Context: an optimization exercise on an open-source flow, tuned for a short achievable clock period and few clock cycles per item. The choices shown serve that exercise and are no tape-out recipe. The RTL was checked by simulation tests, not by an equivalence proof against the original design. The clock input has no modelled driver; a real chip could not lean on it and would need a root buffer or a full tree. Power and IR drop assume default switching activity.

==> 08-15: inputs <==
==> flow/design.v <==
module repacketizer
  #( parameter MAXPACKET = 16,
     parameter DEST_PORT_NUMBER = 8'hdd,
     parameter SRC_PORT_NUMBER = 8'hee,
     parameter NAGLE_COUNTER = 16'h40 )
  ( CLK, RESET,
    dataFifoData, dataFifoDataEnable,
    sizeFifoData, sizeFifoDataEnable, sizeFifoDataEmpty,
    packetout, packetoutValid );
   input             CLK;
   input             RESET;
   input [7:0]       dataFifoData;
   output reg        dataFifoDataEnable;
   input [7:0]       sizeFifoData;
   output reg        sizeFifoDataEnable;
   input             sizeFifoDataEmpty;
   output [7:0]      packetout;
   output            packetoutValid;
   reg        rst;          
   reg [7:0]  ns;           
   reg        nsv;          
   reg [5:0]  ecnt;         
   reg        sen_i;        
   reg [7:0]  din;          
   reg [7:0]  dg;           
   reg        dvalid;       
   reg        den_i;        
   reg [3:0]  dcnt;         
   reg        st_next, st_plan, st_hdr, st_data, st_wait;
   reg [7:0]  rem;          
   reg        remnz;        
   reg [7:0]  totlen;
   reg [4:0]  pieceno;
   reg [7:0]  seqno;        
   reg [7:0]  ps;           
   reg [4:0]  used;         
   reg [3:0]  space;        
   reg [3:0]  tl;           
   reg [15:0] wpos;         
   reg [15:0] hpos;         
   reg [7:0]  B [0:15];
   reg [7:0]  csd, csh;     
   reg [7:0]  hop;          
   reg [4:0]  cs_lo;        
   reg [3:0]  cs_ha, cs_hb; 
   reg        took;         
   reg        le_m, le_n;   
   reg [7:0]  rms_m, rms_n; 
   reg [4:0]  up_m, up_n;   
   reg [3:0]  sm_m, sm_n;   
   reg [7:0]  O [0:19];
   reg [19:0] V;
   reg        load;         
   reg        ld1;          
   reg        busy;         
   assign packetout = O[0];
   assign packetoutValid = V[0];
   wire       le_r = took ? le_n : le_m;
   wire [3:0] tl_new = le_r ? rem[3:0] : space;
   wire       ns_take = st_next && !remnz && nsv;
   wire       full = used[4] || used[3:2] == 2'b11;
   wire       piece_end = st_data && dvalid && !den_i;
   wire       flush = st_next && !remnz && !nsv && used != 5'd0 &&
                      ecnt[5] && !busy;
   wire       go_wait = (piece_end && full) || flush;
   integer i;
   always @(posedge CLK)
     rst <= RESET;
   always @(posedge CLK) begin
      if (rst) begin
         sizeFifoDataEnable <= 1'b0;
         sen_i <= 1'b0;
         nsv <= 1'b0;
         ecnt <= 6'd0;
      end else begin
         sizeFifoDataEnable <= !sizeFifoDataEmpty && !sizeFifoDataEnable &&
                               (!nsv || ns_take);
         sen_i <= !sizeFifoDataEmpty && !sen_i && (!nsv || ns_take);
         if (sen_i)
           nsv <= 1'b1;
         else if (ns_take)
           nsv <= 1'b0;
         if (!sizeFifoDataEmpty)
           ecnt <= 6'd0;
         else if (!ecnt[5])
           ecnt <= ecnt + 6'd1;
      end
      if (sen_i)
        ns <= sizeFifoData;
   end
   always @(posedge CLK) begin
      din <= dataFifoData;
      dg <= den_i ? dataFifoData :
            st_plan ? {4'd0, tl_new} : 8'd0;
      if (rst) begin
         dataFifoDataEnable <= 1'b0;
         den_i <= 1'b0;
         dvalid <= 1'b0;
         dcnt <= 4'd0;
      end else begin
         dvalid <= den_i;
         if (st_plan)
           dataFifoDataEnable <= 1'b1;
         else if (dataFifoDataEnable)
           dataFifoDataEnable <= (dcnt != 4'd1);
         if (st_plan) begin
            den_i <= 1'b1;
            dcnt <= tl_new;
         end else if (den_i) begin
            den_i <= (dcnt != 4'd1);
            dcnt <= dcnt - 4'd1;
         end
      end
   end
   always @(posedge CLK) begin
      le_m <= rem[7:4] == 4'd0 && rem[3:0] <= space;
      rms_m <= rem - {4'd0, space};
      up_m <= used + 5'd4 + {1'b0, rem[3:0]};
      sm_m <= space - 4'd4 - rem[3:0];
      le_n <= ns[7:4] == 4'd0 && ns[3:0] <= space;
      rms_n <= ns - {4'd0, space};
      up_n <= used + 5'd4 + {1'b0, ns[3:0]};
      sm_n <= space - 4'd4 - ns[3:0];
      took <= ns_take;
      cs_lo <= {1'b0, csd[3:0]} + {1'b0, csh[3:0]};
      cs_ha <= csd[7:4];
      cs_hb <= csh[7:4];
      for (i = 0; i < 16; i = i + 1) begin
         if (hpos[i]) B[i] <= totlen;
         if (i >= 1 && hpos[(i+15)%16]) B[i] <= {4'd0, tl};
         if (i >= 2 && hpos[(i+14)%16]) B[i] <= {3'd0, pieceno};
         if (i >= 3 && hpos[(i+13)%16]) B[i] <= seqno;
         if (dvalid && wpos[i]) B[i] <= din;
      end
      hpos <= st_plan ? wpos : 16'd0;
      hop <= st_plan ? totlen : st_hdr ? ps : 8'd0;
      if (ns_take) begin
         rem <= ns;
         totlen <= ns;
         pieceno <= 5'd0;
         ps <= seqno;
      end
      if (st_plan) begin
         tl <= tl_new;
         if (le_r)
           rem <= 8'd0;
         else
           rem <= took ? rms_n : rms_m;
      end
      if (st_hdr) begin
         pieceno <= pieceno + 5'd1;
         ps <= ps + 8'd1;
      end
      if (load)
        ps <= ps + 8'd1;
      if (rst) begin
         st_next <= 1'b1;
         st_plan <= 1'b0;
         st_hdr <= 1'b0;
         st_data <= 1'b0;
         st_wait <= 1'b0;
         load <= 1'b0;
         remnz <= 1'b0;
         used <= 5'd0;
         space <= 4'd12;
         seqno <= 8'd0;
         wpos <= 16'd1;
         csd <= 8'd0;
         csh <= 8'd0;
      end else begin
         load <= !V[1] && !load && ((st_wait && busy) || go_wait);
         csd <= csd + dg;
         csh <= csh + hop;
         if (st_next) begin
            if (remnz || nsv) begin
               st_next <= 1'b0;
               st_plan <= 1'b1;
            end else if (flush) begin
               st_next <= 1'b0;
               st_wait <= 1'b1;
            end
            if (ns_take)
              remnz <= 1'b1;
         end
         if (st_plan) begin
            remnz <= !le_r;
            if (le_r) begin
               used <= took ? up_n : up_m;
               space <= took ? sm_n : sm_m;
            end else begin
               used <= 5'd16;
            end
            st_plan <= 1'b0;
            st_hdr <= 1'b1;
         end
         if (st_hdr) begin
            wpos <= wpos << 4;
            st_hdr <= 1'b0;
            st_data <= 1'b1;
         end
         if (dvalid) begin
            wpos <= wpos << 1;
            if (!den_i) begin
               st_data <= 1'b0;
               if (full)
                 st_wait <= 1'b1;
               else
                 st_next <= 1'b1;
            end
         end
         if (load) begin
            wpos <= 16'd1;
            used <= 5'd0;
            space <= 4'd12;
            seqno <= seqno + 8'd1;
            csd <= 8'd0;
            csh <= 8'd0;
            st_wait <= 1'b0;
            st_next <= 1'b1;
         end
      end
   end
   always @(posedge CLK) begin
      if (load) begin
         O[1] <= SRC_PORT_NUMBER;
         O[2] <= {3'd0, used};
         for (i = 0; i < 16; i = i + 1) O[4+i] <= B[i];
      end else begin
         for (i = 1; i < 19; i = i + 1) O[i] <= O[i+1];
         if (ld1) O[2] <= {cs_ha + cs_hb + {3'd0, cs_lo[4]}, cs_lo[3:0]};
      end
      if (rst) begin
         V <= 20'd0;
         busy <= 1'b0;
         ld1 <= 1'b0;
         O[0] <= 8'd0;
      end else begin
         ld1 <= load;
         busy <= load || (busy && V[1]);
         if (load) begin
            O[0] <= DEST_PORT_NUMBER;
            for (i = 0; i < 20; i = i + 1) V[i] <= (i < used + 4);
         end else begin
            O[0] <= V[1] ? O[1] : 8'd0;
            V <= {1'b0, V[19:1]};
         end
      end
   end
endmodule
==> flow/flow/run.sh <==
#!/bin/bash
# The standard ORFS layout, with a hand-built two-level clock tree
# (flow/clock_tree.tcl, run as ORFS's PRE_CTS_TCL hook) in place of TritonCTS.
set -euo pipefail
here=$(pwd)
export PRE_CTS_TCL=$here/flow/clock_tree.tcl
export CLOCK_MIDS=4
export CLUSTER_TARGET=20
bash standard.sh > "$here/standard.log" 2>&1
==> flow/flow/clock_tree.tcl <==
# Two-level clock tree built by hand, sourced as the PRE hook of ORFS's CTS step.
# The clock port drives one root buffer at the centre of the flip-flops; the
# root drives leaf buffers placed at the centres of location-based clusters
# of flip-flops (k-means), about CLUSTER_TARGET flip-flops each.  All paths
# from the port to a flip-flop go through the same two buffers, so the tree
# is balanced; ORFS's clock_tree_synthesis is then skipped.

set ctarget 26
if {[info exists ::env(CLUSTER_TARGET)]} { set ctarget $::env(CLUSTER_TARGET) }
set bufname sky130_fd_sc_hd__clkbuf_16

set block [ord::get_db_block]
set db [ord::get_db]
set master [$db findMaster $bufname]
set clk [$block findNet CLK]

set sinks {}
set xs {}
set ys {}
foreach it [$clk getITerms] {
  set inst [$it getInst]
  set bb [$inst getBBox]
  lappend sinks $it
  lappend xs [expr {([$bb xMin] + [$bb xMax]) / 2.0}]
  lappend ys [expr {([$bb yMin] + [$bb yMax]) / 2.0}]
}
set n [llength $sinks]
set k [expr {max(1, int(ceil(double($n) / $ctarget)))}]
puts "clock_tree: $n sinks, $k leaf buffers"

# k-means, seeded along a serpentine over the bounding box
set cx {}
set cy {}
set xmin [tcl::mathfunc::min {*}$xs]; set xmax [tcl::mathfunc::max {*}$xs]
set ymin [tcl::mathfunc::min {*}$ys]; set ymax [tcl::mathfunc::max {*}$ys]
set g [expr {int(ceil(sqrt($k)))}]
for {set i 0} {$i < $k} {incr i} {
  set r [expr {$i / $g}]
  set c [expr {$i % $g}]
  lappend cx [expr {$xmin + ($c + 0.5) * ($xmax - $xmin) / $g}]
  lappend cy [expr {$ymin + ($r + 0.5) * ($ymax - $ymin) / $g}]
}
set assign [lrepeat $n 0]
for {set iter 0} {$iter < 40} {incr iter} {
  # capacity-limited assignment: nearest centre with room
  set cap [expr {int(ceil(double($n) / $k)) + 2}]
  set cnt [lrepeat $k 0]
  # order sinks by distance to their nearest centre (closest first)
  set order {}
  for {set s 0} {$s < $n} {incr s} {
    set best 1e30
    for {set j 0} {$j < $k} {incr j} {
      set d [expr {abs([lindex $xs $s] - [lindex $cx $j]) + abs([lindex $ys $s] - [lindex $cy $j])}]
      if {$d < $best} { set best $d }
    }
    lappend order [list $s $best]
  }
  set order [lsort -real -index 1 $order]
  foreach e $order {
    set s [lindex $e 0]
    set best 1e30; set bj 0
    for {set j 0} {$j < $k} {incr j} {
      if {[lindex $cnt $j] >= $cap} continue
      set d [expr {abs([lindex $xs $s] - [lindex $cx $j]) + abs([lindex $ys $s] - [lindex $cy $j])}]
      if {$d < $best} { set best $d; set bj $j }
    }
    lset assign $s $bj
    lset cnt $bj [expr {[lindex $cnt $bj] + 1}]
  }
  set sx [lrepeat $k 0.0]; set sy [lrepeat $k 0.0]
  for {set s 0} {$s < $n} {incr s} {
    set j [lindex $assign $s]
    lset sx $j [expr {[lindex $sx $j] + [lindex $xs $s]}]
    lset sy $j [expr {[lindex $sy $j] + [lindex $ys $s]}]
  }
  for {set j 0} {$j < $k} {incr j} {
    set c [lindex $cnt $j]
    if {$c > 0} {
      lset cx $j [expr {[lindex $sx $j] / $c}]
      lset cy $j [expr {[lindex $sy $j] / $c}]
    }
  }
}
puts "clock_tree: leaf loads $cnt"

# NMID mid buffers, fed by the clock port, each at the centre of a group of
# leaf buffers (k-means on the leaf positions)
set nmid 1
if {[info exists ::env(CLOCK_MIDS)]} { set nmid $::env(CLOCK_MIDS) }
set mx {}; set my {}
for {set m 0} {$m < $nmid} {incr m} {
  lappend mx [expr {$xmin + ($m % 2 + 0.5) * ($xmax - $xmin) / min(2, $nmid)}]
  lappend my [expr {$ymin + ($m / 2 + 0.5) * ($ymax - $ymin) / max(1, ($nmid + 1) / 2)}]
}
set lassign [lrepeat $k 0]
for {set iter 0} {$iter < 30} {incr iter} {
  set mcap [expr {int(ceil(double($k) / $nmid))}]
  set mcnt [lrepeat $nmid 0]
  for {set j 0} {$j < $k} {incr j} {
    set best 1e30; set bm 0
    for {set m 0} {$m < $nmid} {incr m} {
      if {[lindex $mcnt $m] >= $mcap} continue
      set d [expr {abs([lindex $cx $j] - [lindex $mx $m]) + abs([lindex $cy $j] - [lindex $my $m])}]
      if {$d < $best} { set best $d; set bm $m }
    }
    lset lassign $j $bm
    lset mcnt $bm [expr {[lindex $mcnt $bm] + 1}]
  }
  set sx [lrepeat $nmid 0.0]; set sy [lrepeat $nmid 0.0]
  for {set j 0} {$j < $k} {incr j} {
    set m [lindex $lassign $j]
    lset sx $m [expr {[lindex $sx $m] + [lindex $cx $j]}]
    lset sy $m [expr {[lindex $sy $m] + [lindex $cy $j]}]
  }
  for {set m 0} {$m < $nmid} {incr m} {
    set c [lindex $mcnt $m]
    if {$c > 0} {
      lset mx $m [expr {[lindex $sx $m] / $c}]
      lset my $m [expr {[lindex $sy $m] / $c}]
    }
  }
}
puts "clock_tree: mid loads $mcnt"
set midnets {}
for {set m 0} {$m < $nmid} {incr m} {
  set b [odb::dbInst_create $block $master clkbuf_mid_$m]
  $b setLocation [expr {int([lindex $mx $m])}] [expr {int([lindex $my $m])}]
  $b setPlacementStatus PLACED
  set net [odb::dbNet_create $block clknet_mid_$m]
  $net setSigType CLOCK
  [$b findITerm A] connect $clk
  [$b findITerm X] connect $net
  lappend midnets $net
}

set leafnets {}
for {set j 0} {$j < $k} {incr j} {
  set b [odb::dbInst_create $block $master clkbuf_leaf_$j]
  $b setLocation [expr {int([lindex $cx $j])}] [expr {int([lindex $cy $j])}]
  $b setPlacementStatus PLACED
  set net [odb::dbNet_create $block clknet_leaf_$j]
  $net setSigType CLOCK
  [$b findITerm A] connect [lindex $midnets [lindex $lassign $j]]
  [$b findITerm X] connect $net
  lappend leafnets $net
}
for {set s 0} {$s < $n} {incr s} {
  set it [lindex $sinks $s]
  $it disconnect
  $it connect [lindex $leafnets [lindex $assign $s]]
}
$clk setSigType CLOCK

# skip ORFS's own clock tree synthesis
rename clock_tree_synthesis orfs_clock_tree_synthesis
proc clock_tree_synthesis {args} {
  puts "clock_tree: clock_tree_synthesis skipped (tree built by hand)"
  set_propagated_clock [all_clocks]
}
==> flow/standard.sh <==
#!/bin/bash
# synth_recipe.tcl (not shown) runs the flow's synth.tcl, then flattens the netlist and writes it again
# the make line also repeats each setting of config.mk as NAME=value (left out here)
make -C /OpenROAD-flow-scripts/flow DESIGN_CONFIG=/design/flow/config.mk WORK_HOME=/design/flow/orfs CLKGATE_MAP_FILE= SYNTH_SCRIPT=/design/flow/synth_recipe.tcl "${@:-finish}"
==> flow/config.mk <==
export PLATFORM = sky130hd
export DESIGN_NAME = repacketizer
export DESIGN_NICKNAME = repacketizer
export VERILOG_FILES = /design/flow/design.v
export SDC_FILE = /design/flow/constraint.sdc
export NUM_CORES = 4
export LEC_CHECK = 0
export CAP_MARGIN = 20
export CORE_MARGIN = 10
export CORE_UTILIZATION = 70
export SETUP_SLACK_MARGIN = 3.3
export SLEW_MARGIN = 20
==> flow/constraint.sdc <==
create_clock -name core_clock -period 5.0 [get_ports {CLK}]
set_input_delay 1.0000 -clock core_clock [delete_from_list [all_inputs] [get_ports {CLK}]]
set_output_delay 1.0000 -clock core_clock [all_outputs]
set_load 0.01 [all_outputs]
==> 03-19: changes against 08-15 <==
==> flow/design.v (replaced) <==
module repacketizer
  #( parameter MAXPACKET = 16,
     parameter DEST_PORT_NUMBER = 8'hdd,
     parameter SRC_PORT_NUMBER = 8'hee,
     parameter NAGLE_COUNTER = 16'h40 )
  ( CLK, RESET,
    dataFifoData, dataFifoDataEnable,
    sizeFifoData, sizeFifoDataEnable, sizeFifoDataEmpty,
    packetout, packetoutValid );
   input             CLK;
   input             RESET;
   input [7:0]       dataFifoData;
   output reg        dataFifoDataEnable;
   input [7:0]       sizeFifoData;
   output reg        sizeFifoDataEnable;
   input             sizeFifoDataEmpty;
   output [7:0]      packetout;
   output            packetoutValid;
   reg        rst;          
   reg [7:0]  ns;           
   reg        nsv;          
   reg [5:0]  ecnt;         
   reg [7:0]  din;          
   reg [7:0]  dg;           
   reg        dvalid;       
   reg [3:0]  dcnt;         
   reg        st_next, st_plan, st_hdr, st_data, st_wait;
   reg [7:0]  rem;          
   reg        remnz;        
   reg [7:0]  totlen;
   reg [4:0]  pieceno;
   reg [7:0]  seqno;        
   reg [7:0]  ps;           
   reg [4:0]  used;         
   reg [3:0]  space;        
   reg [3:0]  tl;           
   reg [15:0] wpos;         
   reg [15:0] hpos;         
   reg [7:0]  B [0:15];
   reg [7:0]  csd, csh;     
   reg [7:0]  hop;          
   reg [7:0]  csum;         
   reg        le_r;         
   reg [3:0]  rlo_r;        
   reg [7:0]  rms_r;        
   reg [4:0]  up_r;         
   reg [3:0]  sm_r;         
   reg [7:0]  O [0:19];
   reg [19:0] V;
   reg        load;         
   reg        ld1;          
   assign packetout = O[0];
   assign packetoutValid = V[0];
   wire [7:0] rcur = remnz ? rem : ns;
   wire [3:0] tl_new = le_r ? rlo_r : space;
   wire       ns_take = st_next && !remnz && nsv;
   wire       full = used[4] || used[3:2] == 2'b11;
   wire       piece_end = st_data && dvalid && !dataFifoDataEnable;
   wire       flush = st_next && !remnz && !nsv && used != 5'd0 &&
                      ecnt[5] && !V[0];
   wire       go_wait = (piece_end && full) || flush;
   integer i;
   always @(posedge CLK)
     rst <= RESET;
   always @(posedge CLK) begin
      if (rst) begin
         sizeFifoDataEnable <= 1'b0;
         nsv <= 1'b0;
         ecnt <= 6'd0;
      end else begin
         sizeFifoDataEnable <= !sizeFifoDataEmpty && !sizeFifoDataEnable &&
                               (!nsv || ns_take);
         if (sizeFifoDataEnable)
           nsv <= 1'b1;
         else if (ns_take)
           nsv <= 1'b0;
         if (!sizeFifoDataEmpty)
           ecnt <= 6'd0;
         else if (!ecnt[5])
           ecnt <= ecnt + 6'd1;
      end
      if (sizeFifoDataEnable)
        ns <= sizeFifoData;
   end
   always @(posedge CLK) begin
      din <= dataFifoData;
      dg <= dataFifoDataEnable ? dataFifoData : 8'd0;
      if (rst) begin
         dataFifoDataEnable <= 1'b0;
         dvalid <= 1'b0;
         dcnt <= 4'd0;
      end else begin
         dvalid <= dataFifoDataEnable;
         if (st_plan) begin
            dataFifoDataEnable <= 1'b1;
            dcnt <= tl_new;
         end else if (dataFifoDataEnable) begin
            dataFifoDataEnable <= (dcnt != 4'd1);
            dcnt <= dcnt - 4'd1;
         end
      end
   end
   always @(posedge CLK) begin
      le_r <= rcur[7:4] == 4'd0 && rcur[3:0] <= space;
      rlo_r <= rcur[3:0];
      rms_r <= rcur - {4'd0, space};
      up_r <= used + 5'd4 + {1'b0, rcur[3:0]};
      sm_r <= space - 4'd4 - rcur[3:0];
      csum <= csd + csh;
      for (i = 0; i < 16; i = i + 1) begin
         if (hpos[i]) B[i] <= totlen;
         if (i >= 1 && hpos[(i+15)%16]) B[i] <= {4'd0, tl};
         if (i >= 2 && hpos[(i+14)%16]) B[i] <= {3'd0, pieceno};
         if (i >= 3 && hpos[(i+13)%16]) B[i] <= seqno;
         if (dvalid && wpos[i]) B[i] <= din;
      end
      if (rst) begin
         st_next <= 1'b1;
         st_plan <= 1'b0;
         st_hdr <= 1'b0;
         st_data <= 1'b0;
         st_wait <= 1'b0;
         load <= 1'b0;
         remnz <= 1'b0;
         used <= 5'd0;
         space <= 4'd12;
         seqno <= 8'd0;
         wpos <= 16'd1;
         hpos <= 16'd0;
         hop <= 8'd0;
         csd <= 8'd0;
         csh <= 8'd0;
      end else begin
         load <= !V[1] && !load && ((st_wait && V[0]) || go_wait);
         csd <= csd + dg;
         csh <= csh + hop;
         hop <= 8'd0;
         hpos <= 16'd0;
         if (st_next) begin
            if (remnz || nsv) begin
               st_next <= 1'b0;
               st_plan <= 1'b1;
            end else if (flush) begin
               st_next <= 1'b0;
               st_wait <= 1'b1;
            end
            if (ns_take) begin
               rem <= ns;
               remnz <= 1'b1;
               totlen <= ns;
               pieceno <= 5'd0;
               ps <= seqno;
            end
         end
         if (st_plan) begin
            tl <= tl_new;
            remnz <= !le_r;
            if (le_r) begin
               rem <= 8'd0;
               used <= up_r;
               space <= sm_r;
            end else begin
               rem <= rms_r;
               used <= 5'd16;
            end
            hop <= totlen;
            hpos <= wpos;
            st_plan <= 1'b0;
            st_hdr <= 1'b1;
         end
         if (st_hdr) begin
            wpos <= wpos << 4;
            hop <= ps + {4'd0, tl};
            pieceno <= pieceno + 5'd1;
            ps <= ps + 8'd1;
            st_hdr <= 1'b0;
            st_data <= 1'b1;
         end
         if (dvalid) begin
            wpos <= wpos << 1;
            if (!dataFifoDataEnable) begin
               st_data <= 1'b0;
               if (full)
                 st_wait <= 1'b1;
               else
                 st_next <= 1'b1;
            end
         end
         if (load) begin
            wpos <= 16'd1;
            used <= 5'd0;
            space <= 4'd12;
            seqno <= seqno + 8'd1;
            ps <= ps + 8'd1;
            csd <= 8'd0;
            csh <= 8'd0;
            st_wait <= 1'b0;
            st_next <= 1'b1;
         end
      end
   end
   always @(posedge CLK) begin
      if (rst) begin
         V <= 20'd0;
         ld1 <= 1'b0;
         O[0] <= 8'd0;
      end else begin
         ld1 <= load;
         if (load) begin
            O[0] <= DEST_PORT_NUMBER;
            O[1] <= SRC_PORT_NUMBER;
            O[2] <= {3'd0, used};
            for (i = 0; i < 16; i = i + 1) O[4+i] <= B[i];
            for (i = 0; i < 20; i = i + 1) V[i] <= (i < used + 4);
         end else begin
            O[0] <= V[1] ? O[1] : 8'd0;
            for (i = 1; i < 19; i = i + 1) O[i] <= O[i+1];
            if (ld1) O[2] <= csum;
            V <= {1'b0, V[19:1]};
         end
      end
   end
endmodule
--- a/flow/config.mk
+++ b/flow/config.mk
@@ -8,5 +8,5 @@
 export CAP_MARGIN = 20
 export CORE_MARGIN = 10
-export CORE_UTILIZATION = 70
+export CORE_UTILIZATION = 55
 export SETUP_SLACK_MARGIN = 3.3
 export SLEW_MARGIN = 20
==> notes.md <==
| item | 08-15 | 03-19 |
|---|---|---|
| Average cell area after synthesis | 10.7 µm² | 11.1 µm² |
| Share of the synthesized area in compound gates (AO/OA/AOI/OAI) | 0.102 | 0.0918 |
| Maximum vdd ir drop | 272 µV | 294 µV |
| Worst setup slack before clock tree synthesis | 2370 ps | 2470 ps |
| Biggest fanout along the worst timing path | 1 | 6 |
| Fraction of standard cell area that is sequential | 0.489 | 0.512 |
| Multi-input gate area in the final layout | 0.00987 mm² | 0.00951 mm² |
| Run status | complete, no violations | complete, no violations |
| Effective utilization at floorplan | 0.711 | 0.560 |
| Simple logic cell fraction of the synthesized area | 0.117 | 0.119 |
| Floorplan Core Area | 0.0316 mm² | 0.0410 mm² |
| R2R Setup Slk | 3250 ps | 3090 ps |
| Launch instance of the worst min-delay path | csd[6] | B[15][1] |
| Clock slew at reported path FFs | 80 ps | 90 ps |
| Wire length after detailed routing | 55.6 mm | 55.6 mm |
| Combinational logic power | 0.721 mW | 0.612 mW |
| Placed Instances | 2,378 | 2,482 |
| EDFF count, synth | 185 | 321 |
| Number of global-route vias before repair | 15,100 | 14,400 |
Testbench counts of 08-15, summed over its fixed seeds: cycles 104,025, bytes 56,698.
Testbench counts of 03-19, summed over its fixed seeds: cycles 104,025, bytes 56,698.
No run of this note takes its clock network from TritonCTS; it comes from the design's own scripts or RTL.

re-timing with driven ports:
The flow's constraints put no driver on any port. The routed layouts listed below were extracted and timed again, unchanged, in two steps.
Step 1: set_driving_cell puts a clkbuf_16 on CLK and a buf_2 on each other input, an assumption about the parent block.
Step 2 also shifts input and output timing later by t, the mid clock arrival at the registers, as if the neighbouring blocks saw the same clock.
Slacks: no drivers / after step 1 / after step 2; pairs: no drivers / after step 1.
run	t, ns	setup slack, ns	worst hold slack (ns)
08-15	0.462	3.185 / 3.066 / 3.066	0.361 / 0.361 / 0.361
03-19	0.463	3.093 / 2.983 / 3.043	0.420 / 0.420 / 0.420
After both steps setup and hold are still met in every run listed. The setup slack of 08-15, which loses most, moves by -0.119 ns with the drivers and by -0.119 ns with both steps.
